Context: an optimization exercise on an open-source flow, tuned for a short achievable clock period and few clock cycles. The choices shown serve that exercise and are no tape-out recipe.
Function was checked by simulation only, so behaviour that the tests miss may differ from the original.
Power figures rest on the tool's default switching activity, not on a simulated workload.

==> onyx <==
==> flow/design.v <==
module mips (
    input clock,
    input reset,
    output [31:0] imem_addr,
    input  [31:0] imem_data,
    output [7:0]  dmem_addr,
    output [31:0] dmem_wdata,
    output        dmem_we,
    output        dmem_byte,
    input  [31:0] dmem_rdata
);
    reg [31:0] pc;
    reg        e_wr;          
    reg        e_load;
    reg        e_store;
    reg        e_branch;
    reg        e_byte;
    reg [4:0]  e_rd;
    reg        e_and, e_or, e_xor, e_nor, e_lt, e_add, e_sub;
    reg [31:0] e_a;           
    reg [31:0] e_t;           
    reg [31:0] e_imm;         
    reg [31:0] e_pc4;
    reg        e_am, e_aw, e_ar;
    reg        e_tm, e_tw, e_tr;
    reg        e_bm, e_bw, e_br, e_bi;
    reg        m_wr;
    reg        m_load;
    reg        m_store;
    reg        m_byte;
    reg [4:0]  m_rd;
    reg [31:0] m_res;
    reg [31:0] m_sd;
    reg [31:0] w_data;        
    reg [31:0] registers [0:31];
    assign imem_addr = pc;
    wire [31:0] ins = imem_data;
    wire [31:0] pc_plus4 = pc + 32'd4;
    wire [5:0] op = ins[31:26];
    wire [4:0] rs = ins[25:21];
    wire [4:0] rt = ins[20:16];
    wire [4:0] rd = ins[15:11];
    wire dc_rtype  = (op == 6'b000000);
    wire dc_jump   = op[5] & op[4] & op[3];
    wire dc_brlike = op[5] & op[1] & op[0];
    wire dc_branch = dc_brlike & ~dc_jump;
    wire dc_move   = (op == 6'b100000);
    wire dc_store  = (op[5:1] == 5'b01000);
    wire dc_load   = (op[5:1] == 5'b00100);
    wire dc_byte   = (op == 6'b001001) | (op == 6'b010001);
    wire dc_regwr  = ~(dc_store | dc_jump | dc_brlike);
    wire dc_useimm = ~dc_rtype & ~dc_brlike;
    wire [2:0] P;
    assign P[0] = op[3] | op[4] | (op[0] ^ op[1]) | dc_rtype;
    assign P[1] = op[5] | (~op[2] & op[1] & op[0]) | dc_rtype;
    assign P[2] = ~op[2] | op[1];
    wire       fn_sel = &P;
    wire [2:0] C = fn_sel ? {ins[1], ~ins[2] & ins[1] & ins[0], ins[1] ^ ins[0]} : P;
    wire [4:0] dst = dc_rtype ? rd : rt;
    wire f_static = dc_branch & (rs == rt) & (~fn_sel | (ins[1] & ins[0]));
    wire [32:0] f_tsum;
    ks_add32 ftgt_u (.x({2'b00, pc[31:2]}), .y({{16{ins[15]}}, ins[15:0]}), .cin(1'b1), .s(f_tsum));
    wire [31:0] f_target = {f_tsum[29:0], pc[1:0]};
    wire uses_rs = ~dc_jump & ~f_static;
    wire uses_rt = (dc_rtype | dc_branch | dc_store) & ~f_static;
    wire a_hit_m = e_wr & (e_rd == rs);      
    wire a_hit_w = m_wr & (m_rd == rs);      
    wire t_hit_m = e_wr & (e_rd == rt);
    wire t_hit_w = m_wr & (m_rd == rt);
    wire stall = (uses_rs & e_load & (e_rd == rs)) | (uses_rt & e_load & (e_rd == rt));
    wire [31:0] a = ({32{e_am}} & m_res) | ({32{e_aw}} & w_data) | ({32{e_ar}} & e_a);
    wire [31:0] t = ({32{e_tm}} & m_res) | ({32{e_tw}} & w_data) | ({32{e_tr}} & e_t);
    wire [31:0] b = ({32{e_bm}} & m_res) | ({32{e_bw}} & w_data) | ({32{e_br}} & e_t) |
                    ({32{e_bi}} & e_imm);
    wire [32:0] sum_c;
    wire [32:0] dif;                                      
    ks_add32 add_u (.x(a), .y(b),  .cin(1'b0), .s(sum_c));
    ks_add32 sub_u (.x(a), .y(~b), .cin(1'b1), .s(dif));
    wire [31:0] sum = sum_c[31:0];
    wire        ltu = ~dif[32];
    wire [31:0] alu = ({32{e_and}} & (a & b)) |
                      ({32{e_or}}  & (a | b)) |
                      ({32{e_xor}} & (a ^ b)) |
                      ({32{e_nor}} & ~(a | b)) |
                      ({32{e_add}} & sum) |
                      ({32{e_sub}} & dif[31:0]) |
                      {31'd0, e_lt & ltu};
    wire z_and = ~|(a & b);
    wire z_or  = ~|(a | b);
    wire z_add = ~|((a ^ b) ^ {(a[30:0] | b[30:0]), 1'b0});
    wire z_sub = ~|(a ^ b);
    wire z_lt  = dif[32];
    wire cond  = (e_and & z_and) | (e_or & z_or) | (e_add & z_add) |
                 (e_sub & z_sub) | (e_lt & z_lt);
    wire e_redirect = e_branch & cond;
    wire [32:0] e_tsum;
    ks_add32 etgt_u (.x({2'b00, e_pc4[31:2]}), .y(e_imm), .cin(1'b0), .s(e_tsum));
    wire [31:0] e_target = {e_tsum[29:0], e_pc4[1:0]};
    assign dmem_addr  = m_res[7:0];
    assign dmem_wdata = m_sd;
    assign dmem_we    = m_store;
    assign dmem_byte  = m_byte;
    wire [31:0] mem_data = m_byte ? {24'b0, dmem_rdata[7:0]} : dmem_rdata;
    wire [31:0] wb_data  = m_load ? mem_data : m_res;
    wire go = ~stall & ~e_redirect;
    wire sel_inc = ~stall & ~f_static & ~dc_jump;
    wire [31:0] pc_f = ({32{stall}}    & pc) |
                       ({32{f_static}} & f_target) |
                       ({32{dc_jump}}  & {6'b000000, ins[25:0]}) |
                       ({32{sel_inc}}  & pc_plus4);
    wire [31:0] pc_next = reset ? 32'd0 : e_redirect ? e_target : pc_f;
    always @(posedge clock) begin
        pc <= pc_next;
        if (reset) begin
            e_wr     <= 1'b0;
            e_load   <= 1'b0;
            e_store  <= 1'b0;
            e_branch <= 1'b0;
        end else begin
            e_wr     <= go & dc_regwr;
            e_load   <= go & dc_load;
            e_store  <= go & dc_store;
            e_branch <= go & dc_branch & ~f_static;
        end
        e_byte <= dc_byte;
        e_rd   <= dst;
        e_and  <= ~dc_move & (C == 3'b000);
        e_or   <=  dc_move | (C == 3'b001);
        e_xor  <= ~dc_move & (C == 3'b010);
        e_nor  <= ~dc_move & (C == 3'b011);
        e_lt   <= ~dc_move & (C == 3'b100);
        e_add  <= ~dc_move & (C == 3'b101);
        e_sub  <= ~dc_move & C[2] & C[1];
        e_a    <= registers[rs];
        e_t    <= registers[rt];
        e_imm  <= {{16{ins[15]}}, ins[15:0]};
        e_pc4  <= pc_plus4;
        e_am   <= a_hit_m;
        e_aw   <= ~a_hit_m & a_hit_w;
        e_ar   <= ~a_hit_m & ~a_hit_w;
        e_tm   <= t_hit_m;
        e_tw   <= ~t_hit_m & t_hit_w;
        e_tr   <= ~t_hit_m & ~t_hit_w;
        e_bm   <= ~dc_useimm & t_hit_m;
        e_bw   <= ~dc_useimm & ~t_hit_m & t_hit_w;
        e_br   <= ~dc_useimm & ~t_hit_m & ~t_hit_w;
        e_bi   <= dc_useimm & ~dc_move;
        if (reset) begin
            m_wr    <= 1'b0;
            m_load  <= 1'b0;
            m_store <= 1'b0;
        end else begin
            m_wr    <= e_wr;
            m_load  <= e_load;
            m_store <= e_store;
        end
        m_byte <= e_byte;
        m_rd   <= e_rd;
        m_res  <= alu;
        m_sd   <= t;
        w_data <= wb_data;
        if (m_wr)
            registers[m_rd] <= wb_data;
    end
endmodule
module ks_add32 (
    input  [31:0] x,
    input  [31:0] y,
    input         cin,
    output [32:0] s
);
    wire [31:0] p0 = x ^ y;
    wire [191:0] g;
    wire [191:0] p;
    assign g[31:0] = (x & y) | {31'd0, p0[0] & cin};
    assign p[31:0] = p0;
    genvar l, i;
    generate
        for (l = 0; l < 5; l = l + 1) begin : lvl
            for (i = 0; i < 32; i = i + 1) begin : col
                if (i >= (1 << l)) begin : op
                    assign g[32*(l+1) + i] = g[32*l + i] | (p[32*l + i] & g[32*l + i - (1 << l)]);
                    assign p[32*(l+1) + i] = p[32*l + i] & p[32*l + i - (1 << l)];
                end else begin : pass
                    assign g[32*(l+1) + i] = g[32*l + i];
                    assign p[32*(l+1) + i] = p[32*l + i];
                end
            end
        end
    endgenerate
    assign s = {g[191], p0 ^ {g[190:160], cin}};
endmodule
==> flow/flow/run.sh <==
#!/bin/bash
export SETUP_SLACK_MARGIN=7.6
bash standard.sh > standard.log 2>&1
==> flow/standard.sh <==
#!/bin/bash
# synth_recipe.tcl (not shown) runs the flow's synth.tcl, then flattens the netlist and writes it again
# the make line also repeats each setting of config.mk as NAME=value (left out here)
make -C /OpenROAD-flow-scripts/flow DESIGN_CONFIG=/design/flow/config.mk WORK_HOME=/design/flow/orfs CLKGATE_MAP_FILE= SYNTH_SCRIPT=/design/flow/synth_recipe.tcl "${@:-finish}"
==> flow/config.mk <==
export PLATFORM = sky130hd
export DESIGN_NAME = mips
export DESIGN_NICKNAME = mips
export VERILOG_FILES = /design/flow/design.v
export SDC_FILE = /design/flow/constraint.sdc
export NUM_CORES = 4
export LEC_CHECK = 0
export ABC_CLOCK_PERIOD_IN_PS = 3000
export CAP_MARGIN = 20
export CORE_MARGIN = 2
export CORE_UTILIZATION = 40
export SLEW_MARGIN = 20
==> flow/constraint.sdc <==
create_clock -name core_clock -period 11.0 [get_ports {clock}]
set_input_delay 2.2000 -clock core_clock [delete_from_list [all_inputs] [get_ports {clock}]]
set_output_delay 2.2000 -clock core_clock [all_outputs]
set_load 0.01 [all_outputs]
==> inputs of umber, as changes to onyx <==
Settings changed: CORE_UTILIZATION 40 to 55, PLACE_DENSITY set to 0.7.
==> inputs of cedar, as changes to onyx <==
--- a/flow/design.v
+++ b/flow/design.v
@@ -58,10 +58,6 @@
     wire [2:0] C = fn_sel ? {ins[1], ~ins[2] & ins[1] & ins[0], ins[1] ^ ins[0]} : P;
     wire [4:0] dst = dc_rtype ? rd : rt;
-    wire f_static = dc_branch & (rs == rt) & (~fn_sel | (ins[1] & ins[0]));
-    wire [32:0] f_tsum;
-    ks_add32 ftgt_u (.x({2'b00, pc[31:2]}), .y({{16{ins[15]}}, ins[15:0]}), .cin(1'b1), .s(f_tsum));
-    wire [31:0] f_target = {f_tsum[29:0], pc[1:0]};
-    wire uses_rs = ~dc_jump & ~f_static;
-    wire uses_rt = (dc_rtype | dc_branch | dc_store) & ~f_static;
+    wire uses_rs = ~dc_jump;
+    wire uses_rt = dc_rtype | dc_branch | dc_store;
     wire a_hit_m = e_wr & (e_rd == rs);      
     wire a_hit_w = m_wr & (m_rd == rs);      
@@ -73,9 +69,6 @@
     wire [31:0] b = ({32{e_bm}} & m_res) | ({32{e_bw}} & w_data) | ({32{e_br}} & e_t) |
                     ({32{e_bi}} & e_imm);
-    wire [32:0] sum_c;
-    wire [32:0] dif;                                      
-    ks_add32 add_u (.x(a), .y(b),  .cin(1'b0), .s(sum_c));
-    ks_add32 sub_u (.x(a), .y(~b), .cin(1'b1), .s(dif));
-    wire [31:0] sum = sum_c[31:0];
+    wire [31:0] sum = a + b;
+    wire [32:0] dif = {1'b0, a} + {1'b0, ~b} + 33'd1;    
     wire        ltu = ~dif[32];
     wire [31:0] alu = ({32{e_and}} & (a & b)) |
@@ -94,7 +87,5 @@
                  (e_sub & z_sub) | (e_lt & z_lt);
     wire e_redirect = e_branch & cond;
-    wire [32:0] e_tsum;
-    ks_add32 etgt_u (.x({2'b00, e_pc4[31:2]}), .y(e_imm), .cin(1'b0), .s(e_tsum));
-    wire [31:0] e_target = {e_tsum[29:0], e_pc4[1:0]};
+    wire [31:0] e_target = e_pc4 + {e_imm[29:0], 2'b00};
     assign dmem_addr  = m_res[7:0];
     assign dmem_wdata = m_sd;
@@ -104,12 +95,15 @@
     wire [31:0] wb_data  = m_load ? mem_data : m_res;
     wire go = ~stall & ~e_redirect;
-    wire sel_inc = ~stall & ~f_static & ~dc_jump;
-    wire [31:0] pc_f = ({32{stall}}    & pc) |
-                       ({32{f_static}} & f_target) |
-                       ({32{dc_jump}}  & {6'b000000, ins[25:0]}) |
-                       ({32{sel_inc}}  & pc_plus4);
-    wire [31:0] pc_next = reset ? 32'd0 : e_redirect ? e_target : pc_f;
     always @(posedge clock) begin
-        pc <= pc_next;
+        if (reset)
+            pc <= 32'd0;
+        else if (e_redirect)
+            pc <= e_target;
+        else if (stall)
+            pc <= pc;
+        else if (dc_jump)
+            pc <= {6'b000000, ins[25:0]};
+        else
+            pc <= pc_plus4;
         if (reset) begin
             e_wr     <= 1'b0;
@@ -121,5 +115,5 @@
             e_load   <= go & dc_load;
             e_store  <= go & dc_store;
-            e_branch <= go & dc_branch & ~f_static;
+            e_branch <= go & dc_branch;
         end
         e_byte <= dc_byte;
@@ -164,29 +158,2 @@
     end
 endmodule
-module ks_add32 (
-    input  [31:0] x,
-    input  [31:0] y,
-    input         cin,
-    output [32:0] s
-);
-    wire [31:0] p0 = x ^ y;
-    wire [191:0] g;
-    wire [191:0] p;
-    assign g[31:0] = (x & y) | {31'd0, p0[0] & cin};
-    assign p[31:0] = p0;
-    genvar l, i;
-    generate
-        for (l = 0; l < 5; l = l + 1) begin : lvl
-            for (i = 0; i < 32; i = i + 1) begin : col
-                if (i >= (1 << l)) begin : op
-                    assign g[32*(l+1) + i] = g[32*l + i] | (p[32*l + i] & g[32*l + i - (1 << l)]);
-                    assign p[32*(l+1) + i] = p[32*l + i] & p[32*l + i - (1 << l)];
-                end else begin : pass
-                    assign g[32*(l+1) + i] = g[32*l + i];
-                    assign p[32*(l+1) + i] = p[32*l + i];
-                end
-            end
-        end
-    endgenerate
-    assign s = {g[191], p0 ^ {g[190:160], cin}};
-endmodule
==> results.sh <==
export IMPL_netSwitchingPower_mw=3.97
export IMPL_cts_setup_buffers=220
export IMPL_num_antenna_cells=2
export IMPL_final_layout_size_suffix_gt1_share_pct=39.3
export IMPL_status="finished clean"
export IMPL_netlist_cell_type_count=91
export IMPL_n_clock_buffer=184
export IMPL_path_cells="buf_12 > a222oi_1 > buf_4 > inv_4 > ha_4 > o21bai_4 > a22oi_2 > o41a_1 > o22ai_4 > o21ai_4 > buf_6 > o21ai_4 > buf_4 > buf_6 > a21oi_4 > xnor2_2 > o221ai_2"
export IMPL_r2r_start="e_am$_DFF_P_"
export IMPL_yosys_top_cells_area="edfxtp_1, mux4_2, dfxtp_1"
export IMPL_wl_met1_um=88600
export IMPL_pwr_share_clk_pct=34.9
the above is filed under onyx

==> results.sh <==
export IMPL_synth_top_family_by_area="multiplexers"
export IMPL_largest_class="registers"
export IMPL_path_cells="buf_12 > a222oi_1 > inv_1 > ha_4 > buf_2 > or3_1 > o41a_4 > o221ai_4 > a31oi_4 > o31ai_4 > buf_4 > buf_6 > o21a_1 > o21ai_2"
export IMPL_netSwitchingPower_mw=3.66
export IMPL_wl_met1_um=83000
export IMPL_yosys_top_cells_area="edfxtp_1, mux4_2, dfxtp_1"
export IMPL_n_clock_buffer=191
export IMPL_final_layout_size_suffix_gt1_share_pct=38.4
export IMPL_pwr_share_clk_pct=34.4
export IMPL_r2r_start="e_am$_DFF_P_"
export IMPL_netlist_cell_type_count=79
export IMPL_status="finished clean"
the above is filed under cedar

==> results.sh <==
export IMPL_tightest_slew_ps=1060
export IMPL_n_clock_buffer=185
export IMPL_num_antenna_cells=4
export IMPL_critPathMaxStageDelay_ps=490
export IMPL_min_period_ps=3910
export IMPL_yosys_top_cells_area="edfxtp_1, mux4_2, dfxtp_1"
export IMPL_netSwitchingPower_mw=3.91
export IMPL_final_layout_size_suffix_gt1_share_pct=39.5
export IMPL_cts_setup_buffers=192
export IMPL_status="finished clean"
export IMPL_wl_met1_um=81700
export IMPL_place_congestion=1.02
export IMPL_pwr_share_clk_pct=34.9
export IMPL_multiInputGateArea_um2=29800
export IMPL_path_cells="buf_16 > buf_4 > xnor2_2 > o2111a_1 > o21a_4 > buf_12 > buf_12 > and2_4 > a311oi_2 > a21oi_1 > a21oi_1 > a21oi_1 > o21a_1"
export IMPL_r2r_start="e_aw$_DFF_P_"
export IMPL_drc=0
the above is filed under umber

Testbench counts of onyx, summed over its fixed seeds: cycles 38,047.
Testbench counts of umber, summed over its fixed seeds: cycles 38,047.
Testbench counts of cedar, summed over its fixed seeds: cycles 39,013.

* * *

==> job 3380: inputs <==
mips, a different RTL version from the one above (not shown whole).
clock: 11.0 ns
lec_check: 0
abc_clock_period_in_ps: 800
cap_margin: 20
core_margin: 2
core_utilization: 40
slew_margin: 20
standard.sh (not shown) runs the stock make flow with config.mk's settings and CLKGATE_MAP_FILE= SYNTH_SCRIPT=/design/flow/synth_recipe.tcl, a recipe that flattens the netlist after the stock synthesis.
==> flow/flow/run.sh <==
#!/bin/bash
# The standard layout with two changes:
#  - synthesis maps the logic with a delay-driven ABC script
#    (flow/abc_speed.script in place of ORFS's scripts/abc_speed.script)
#    and leaves adders to ABC instead of mapping them to full-adder cells
#    first (ADDER_MAP_FILE empty); everything else, registers included, is
#    the standard synthesis;
#  - the resizer is asked to keep 7.6 ns of extra setup slack, so that it
#    works on paths well below the 11 ns clock period.
set -euo pipefail
rm -rf scripts_mod
cp -r "$FLOW_HOME/scripts" scripts_mod
cp flow/abc_speed.script scripts_mod/abc_speed.script
export SCRIPTS_DIR="$PWD/scripts_mod"
export ADDER_MAP_FILE=
export SETUP_SLACK_MARGIN=7.6
bash standard.sh > standard.log 2>&1
==> flow/flow/abc_speed.script <==
strash
dch -f
map -D 800
buffer
upsize -D 800
dnsize -D 800
stime -p
==> job 3282: changes against job 3380 <==
==> flow/design.v, changed modules only <==
module mips (
    input clock,
    input reset,
    output [31:0] imem_addr,
    input  [31:0] imem_data,
    output [7:0]  dmem_addr,
    output [31:0] dmem_wdata,
    output        dmem_we,
    output        dmem_byte,
    input  [31:0] dmem_rdata
);
    reg [31:0] pc;
    reg        e_wr;          
    reg        e_load;
    reg        e_store;
    reg        e_branch;
    reg        e_byte;
    reg [4:0]  e_rd;
    reg [5:0]  e_op;          
    reg [2:0]  e_fn;
    reg        e_move;
    reg [31:0] e_a;           
    reg [31:0] e_t;           
    reg [31:0] e_imm;         
    reg [31:0] e_pc4;
    reg [31:0] e_pc;
    reg        e_replay;      
    reg        e_a_sum, e_a_dif, e_a_log, e_a_lt, e_a_w, e_a_r;
    reg        e_t_sum, e_t_dif, e_t_log, e_t_lt, e_t_w, e_t_r;
    reg        e_b_sum, e_b_dif, e_b_log, e_b_lt, e_b_w, e_b_r, e_b_i;
    reg        m_wr;
    reg        m_load;
    reg        m_store;
    reg        m_byte;
    reg [4:0]  m_rd;
    reg        m_klog, m_ksum, m_kdif, m_klt;
    reg [31:0] m_sum;
    reg [31:1] m_dif;         
    reg [31:0] m_log;
    reg        m_lt;
    reg [31:0] m_sd;
    reg [31:0] w_data;        
    reg [31:0] registers [0:31];
    assign imem_addr = pc;
    wire [31:0] ins = imem_data;
    wire [31:0] pc_plus4 = pc + 32'd4;
    wire [5:0] op = ins[31:26];
    wire [4:0] rs = ins[25:21];
    wire [4:0] rt = ins[20:16];
    wire [4:0] rd = ins[15:11];
    wire dc_rtype  = (op == 6'b000000);
    wire dc_jump   = op[5] & op[4] & op[3];
    wire dc_brlike = op[5] & op[1] & op[0];
    wire dc_branch = dc_brlike & ~dc_jump;
    wire dc_move   = (op == 6'b100000);
    wire dc_store  = (op[5:1] == 5'b01000);
    wire dc_load   = (op[5:1] == 5'b00100);
    wire dc_byte   = (op == 6'b001001) | (op == 6'b010001);
    wire dc_regwr  = ~(dc_store | dc_jump | dc_brlike);
    wire dc_useimm = ~dc_rtype & ~dc_brlike;
    wire [4:0] dst = dc_rtype ? rd : rt;
    wire f_static = dc_branch & (rs == rt) & (~(op[3] | op[4]) | (ins[1] & ins[0]));
    wire [32:0] f_tsum;
    ks_add32 ftgt_u (.x({2'b00, pc[31:2]}), .y({{16{ins[15]}}, ins[15:0]}), .cin(1'b1), .s(f_tsum));
    wire [31:0] f_target = {f_tsum[29:0], pc[1:0]};
    wire uses_rs = ~dc_jump & ~f_static;
    wire uses_rt = (dc_rtype | dc_branch | dc_store) & ~f_static;
    reg [31:0] rf_a, rf_t;
    integer k;
    always @(*) begin
        rf_a = 32'd0;
        rf_t = 32'd0;
        for (k = 0; k < 32; k = k + 1) begin
            rf_a = rf_a | ({32{rs == k}} & registers[k]);
            rf_t = rf_t | ({32{rt == k}} & registers[k]);
        end
    end
    wire a_hit_m = e_wr & (e_rd == rs);                
    wire a_hit_w = m_wr & (m_rd == rs) & ~a_hit_m;     
    wire t_hit_m = e_wr & (e_rd == rt);
    wire t_hit_w = m_wr & (m_rd == rt) & ~t_hit_m;
    wire hazard = (uses_rs & e_load & (e_rd == rs)) | (uses_rt & e_load & (e_rd == rt));
    wire e_rtype = (e_op == 6'b000000);
    wire [2:0] P;
    assign P[0] = e_op[3] | e_op[4] | (e_op[0] ^ e_op[1]) | e_rtype;
    assign P[1] = e_op[5] | (~e_op[2] & e_op[1] & e_op[0]) | e_rtype;
    assign P[2] = ~e_op[2] | e_op[1];
    wire       fn_sel = &P;
    wire [2:0] C = fn_sel ? {e_fn[1], ~e_fn[2] & e_fn[1] & e_fn[0], e_fn[1] ^ e_fn[0]} : P;
    wire e_and  = ~e_move & (C == 3'b000);
    wire e_or   =  e_move | (C == 3'b001);
    wire e_xor  = ~e_move & (C == 3'b010);
    wire e_nor  = ~e_move & (C == 3'b011);
    wire e_klt  = ~e_move & (C == 3'b100);
    wire e_ksum = ~e_move & (C == 3'b101);
    wire e_kdif = ~e_move & C[2] & C[1];
    wire e_klog = e_and | e_or | e_xor | e_nor;
    wire [31:0] a = ({32{e_a_sum}} & m_sum) | ({32{e_a_dif}} & {m_dif, m_sum[0]}) |
                    ({32{e_a_log}} & m_log) | {31'd0, e_a_lt & m_lt} |
                    ({32{e_a_w}} & w_data)  | ({32{e_a_r}} & e_a);
    wire [31:0] t = ({32{e_t_sum}} & m_sum) | ({32{e_t_dif}} & {m_dif, m_sum[0]}) |
                    ({32{e_t_log}} & m_log) | {31'd0, e_t_lt & m_lt} |
                    ({32{e_t_w}} & w_data)  | ({32{e_t_r}} & e_t);
    wire [31:0] b = ({32{e_b_sum}} & m_sum) | ({32{e_b_dif}} & {m_dif, m_sum[0]}) |
                    ({32{e_b_log}} & m_log) | {31'd0, e_b_lt & m_lt} |
                    ({32{e_b_w}} & w_data)  | ({32{e_b_r}} & e_t) |
                    ({32{e_b_i}} & e_imm);
    wire [32:0] sum_c;
    wire [32:0] dif;                                      
    ks_add32 add_u (.x(a), .y(b),  .cin(1'b0), .s(sum_c));
    ks_add32 sub_u (.x(a), .y(~b), .cin(1'b1), .s(dif));
    wire [31:0] logic_res = ({32{e_and}} & (a & b)) |
                            ({32{e_or}}  & (a | b)) |
                            ({32{e_xor}} & (a ^ b)) |
                            ({32{e_nor}} & ~(a | b));
    wire z_and = ~|(a & b);
    wire z_or  = ~|(a | b);
    wire z_add = ~|((a ^ b) ^ {(a[30:0] | b[30:0]), 1'b0});
    wire z_sub = ~|(a ^ b);
    wire z_lt  = dif[32];
    wire cond  = (e_and & z_and) | (e_or & z_or) | (e_ksum & z_add) |
                 (e_kdif & z_sub) | (e_klt & z_lt);
    wire e_redirect = e_branch & cond;
    wire [32:0] e_tsum;
    ks_add32 etgt_u (.x({2'b00, e_pc4[31:2]}), .y(e_imm), .cin(1'b0), .s(e_tsum));
    wire [31:0] e_target = {e_tsum[29:0], e_pc4[1:0]};
    wire [31:0] m_res = ({32{m_ksum}} & m_sum) | ({32{m_kdif}} & {m_dif, m_sum[0]}) |
                        ({32{m_klog}} & m_log) | {31'd0, m_klt & m_lt};
    assign dmem_addr  = m_sum[7:0];         
    assign dmem_wdata = m_sd;
    assign dmem_we    = m_store;
    assign dmem_byte  = m_byte;
    wire [31:0] mem_data = m_byte ? {24'b0, dmem_rdata[7:0]} : dmem_rdata;
    wire [31:0] wb_data  = m_load ? mem_data : m_res;
    wire pc_fixed = reset | e_redirect | e_replay;
    wire [31:0] pc_other = reset ? 32'd0 : e_redirect ? e_target : e_replay ? e_pc : pc_plus4;
    wire sel_static = f_static & ~pc_fixed;
    wire sel_jump   = dc_jump & ~pc_fixed;
    wire [31:0] pc_next = sel_static ? f_target :
                          sel_jump   ? {6'b000000, ins[25:0]} : pc_other;
    wire go = ~e_redirect & ~e_replay;
    wire ok = go & ~hazard;
    always @(posedge clock) begin
        pc <= pc_next;
        if (reset) begin
            e_wr     <= 1'b0;
            e_load   <= 1'b0;
            e_store  <= 1'b0;
            e_branch <= 1'b0;
        end else begin
            e_wr     <= ok & dc_regwr;
            e_load   <= ok & dc_load;
            e_store  <= ok & dc_store;
            e_branch <= ok & dc_branch & ~f_static;
        end
        if (reset)
            e_replay <= 1'b0;
        else
            e_replay <= go & hazard;
        e_byte <= dc_byte;
        e_rd   <= dst;
        e_op   <= op;
        e_fn   <= ins[2:0];
        e_move <= dc_move;
        e_a    <= rf_a;
        e_t    <= rf_t;
        e_imm  <= {{16{ins[15]}}, ins[15:0]};
        e_pc4  <= pc_plus4;
        e_pc   <= pc;
        e_a_sum <= a_hit_m & e_ksum;
        e_a_dif <= a_hit_m & e_kdif;
        e_a_log <= a_hit_m & e_klog;
        e_a_lt  <= a_hit_m & e_klt;
        e_a_w   <= a_hit_w;
        e_a_r   <= ~a_hit_m & ~a_hit_w;
        e_t_sum <= t_hit_m & e_ksum;
        e_t_dif <= t_hit_m & e_kdif;
        e_t_log <= t_hit_m & e_klog;
        e_t_lt  <= t_hit_m & e_klt;
        e_t_w   <= t_hit_w;
        e_t_r   <= ~t_hit_m & ~t_hit_w;
        e_b_sum <= ~dc_useimm & t_hit_m & e_ksum;
        e_b_dif <= ~dc_useimm & t_hit_m & e_kdif;
        e_b_log <= ~dc_useimm & t_hit_m & e_klog;
        e_b_lt  <= ~dc_useimm & t_hit_m & e_klt;
        e_b_w   <= ~dc_useimm & t_hit_w;
        e_b_r   <= ~dc_useimm & ~t_hit_m & ~t_hit_w;
        e_b_i   <= dc_useimm & ~dc_move;
        if (reset) begin
            m_wr     <= 1'b0;
            m_load   <= 1'b0;
            m_store  <= 1'b0;
        end else begin
            m_wr     <= e_wr;
            m_load   <= e_load;
            m_store  <= e_store;
        end
        m_byte   <= e_byte;
        m_rd     <= e_rd;
        m_klog   <= e_klog;
        m_ksum   <= e_ksum;
        m_kdif   <= e_kdif;
        m_klt    <= e_klt;
        m_sum    <= sum_c[31:0];
        m_dif    <= dif[31:1];
        m_log    <= logic_res;
        m_lt     <= ~dif[32];
        m_sd     <= t;
        w_data <= wb_data;
        if (m_wr)
            registers[m_rd] <= wb_data;
    end
endmodule
--- a/flow/config.mk
+++ b/flow/config.mk
@@ -6,7 +6,9 @@
 export NUM_CORES = 4
 export LEC_CHECK = 0
 export ABC_CLOCK_PERIOD_IN_PS = 800
 export CAP_MARGIN = 20
 export CORE_MARGIN = 2
 export CORE_UTILIZATION = 40
+export CTS_CLUSTER_DIAMETER = 90
+export CTS_CLUSTER_SIZE = 22
 export SLEW_MARGIN = 20
==> notes <==
- Job 3380 ran to the end with no violations. Job 3282 produced a clean layout.
- In job 3380 the flip-flop and latch count is higher than in job 3282, by 1.
- Of job 3282 and job 3380, job 3380 has the higher clock skew (gap 0.048 ns).
- Between job 3380 and job 3282, the lower first-iteration DRC count is in job 3282 (gap about 3.7%, measured against job 3282).
- Critical path depth: job 3380 is lower than job 3282 (2).
- Between job 3380 and job 3282, the lower cell count is in job 3282 (gap 3.4%, measured against job 3282).
- Against job 3282, the fmax of job 3380 is lower by about 1.8%.
==> figures <==
Worst R2R Path Depth: job 3380 19; job 3282 18
Int Pwr: job 3380 10.2 mW; job 3282 8.56 mW
Clock net sink count: job 3380 1409; job 3282 1408
Most frequent cell after synthesis: job 3380 sky130_fd_sc_hd__nand2_1; job 3282 sky130_fd_sc_hd__edfxtp_1
Final setup skew: job 3380 0.0887 ns; job 3282 0.0408 ns
Run status: job 3380 finished clean; job 3282 finished clean
Basic-gate share of the synthesized area counting and, or, nand and nor cells: job 3380 0.166; job 3282 0.163
Actual slew at the worst max-slew pin: job 3380 1.21 ns; job 3282 1.17 ns
Total of plain and repair buffers excluding clock buffers: job 3380 938; job 3282 731
Worst-case headroom to the max-slew limit: job 3380 0.190; job 3282 0.220
Count of inverters not on the clock network in the layout: job 3380 437; job 3282 436
Arrival time worst endpoint: job 3380 4.32 ns; job 3282 4.25 ns
Leak: job 3380 32.4 nW; job 3282 29.7 nW
Testbench counts of job 3380, summed over its fixed seeds: cycles 38,196.
Testbench counts of job 3282, summed over its fixed seeds: cycles 38,196.

separate check: timing with driven ports:
In the flow no input, the clock included, has a driving cell. The finished layouts below were timed again as built, in two steps. Step 1 sets driving cells, clkbuf_16 on the clock port and buf_2 on the other inputs (assumed; they add their load-dependent delay and slew). Step 2 adds t to the input delays and takes it off the output delays; t is the mean of the earliest and latest rising clock arrival at the registers after step 1. Input paths then give back, and output paths get back, about the clock's delay inside the block. Three values: ideal ports, drivers, drivers and shift; two values: the first two.
| run | shift t [ns] | setup slack, ns | hold slack, ns | worst setup path at the end | worst slew at a driven data input, ns |
|---|---|---|---|---|---|
| onyx | 0.859 | 7.110 / 7.083 / 6.225 | 0.328 / 0.328 / 0.328 | input to register | 0.39 |
| umber | 0.831 | 7.093 / 7.020 / 6.189 | 0.325 / 0.325 / 0.325 | input to register | 0.30 |
| cedar | 0.863 | 7.090 / 7.090 / 6.411 | 0.325 / 0.325 / 0.325 | input to register | 0.29 |
| job 3380 | 0.906 | 7.369 / 7.177 / 6.271 | 0.312 / 0.312 / 0.312 | input to register | 0.33 |
| job 3282 | 0.853 | 7.434 / 7.376 / 6.585 | 0.330 / 0.330 / 0.330 | input to register | 0.18 |
After both steps every run listed still meets setup and hold. The setup slack of job 3380, which loses most, moves by -0.192 ns with the drivers and by -1.098 ns with both steps.
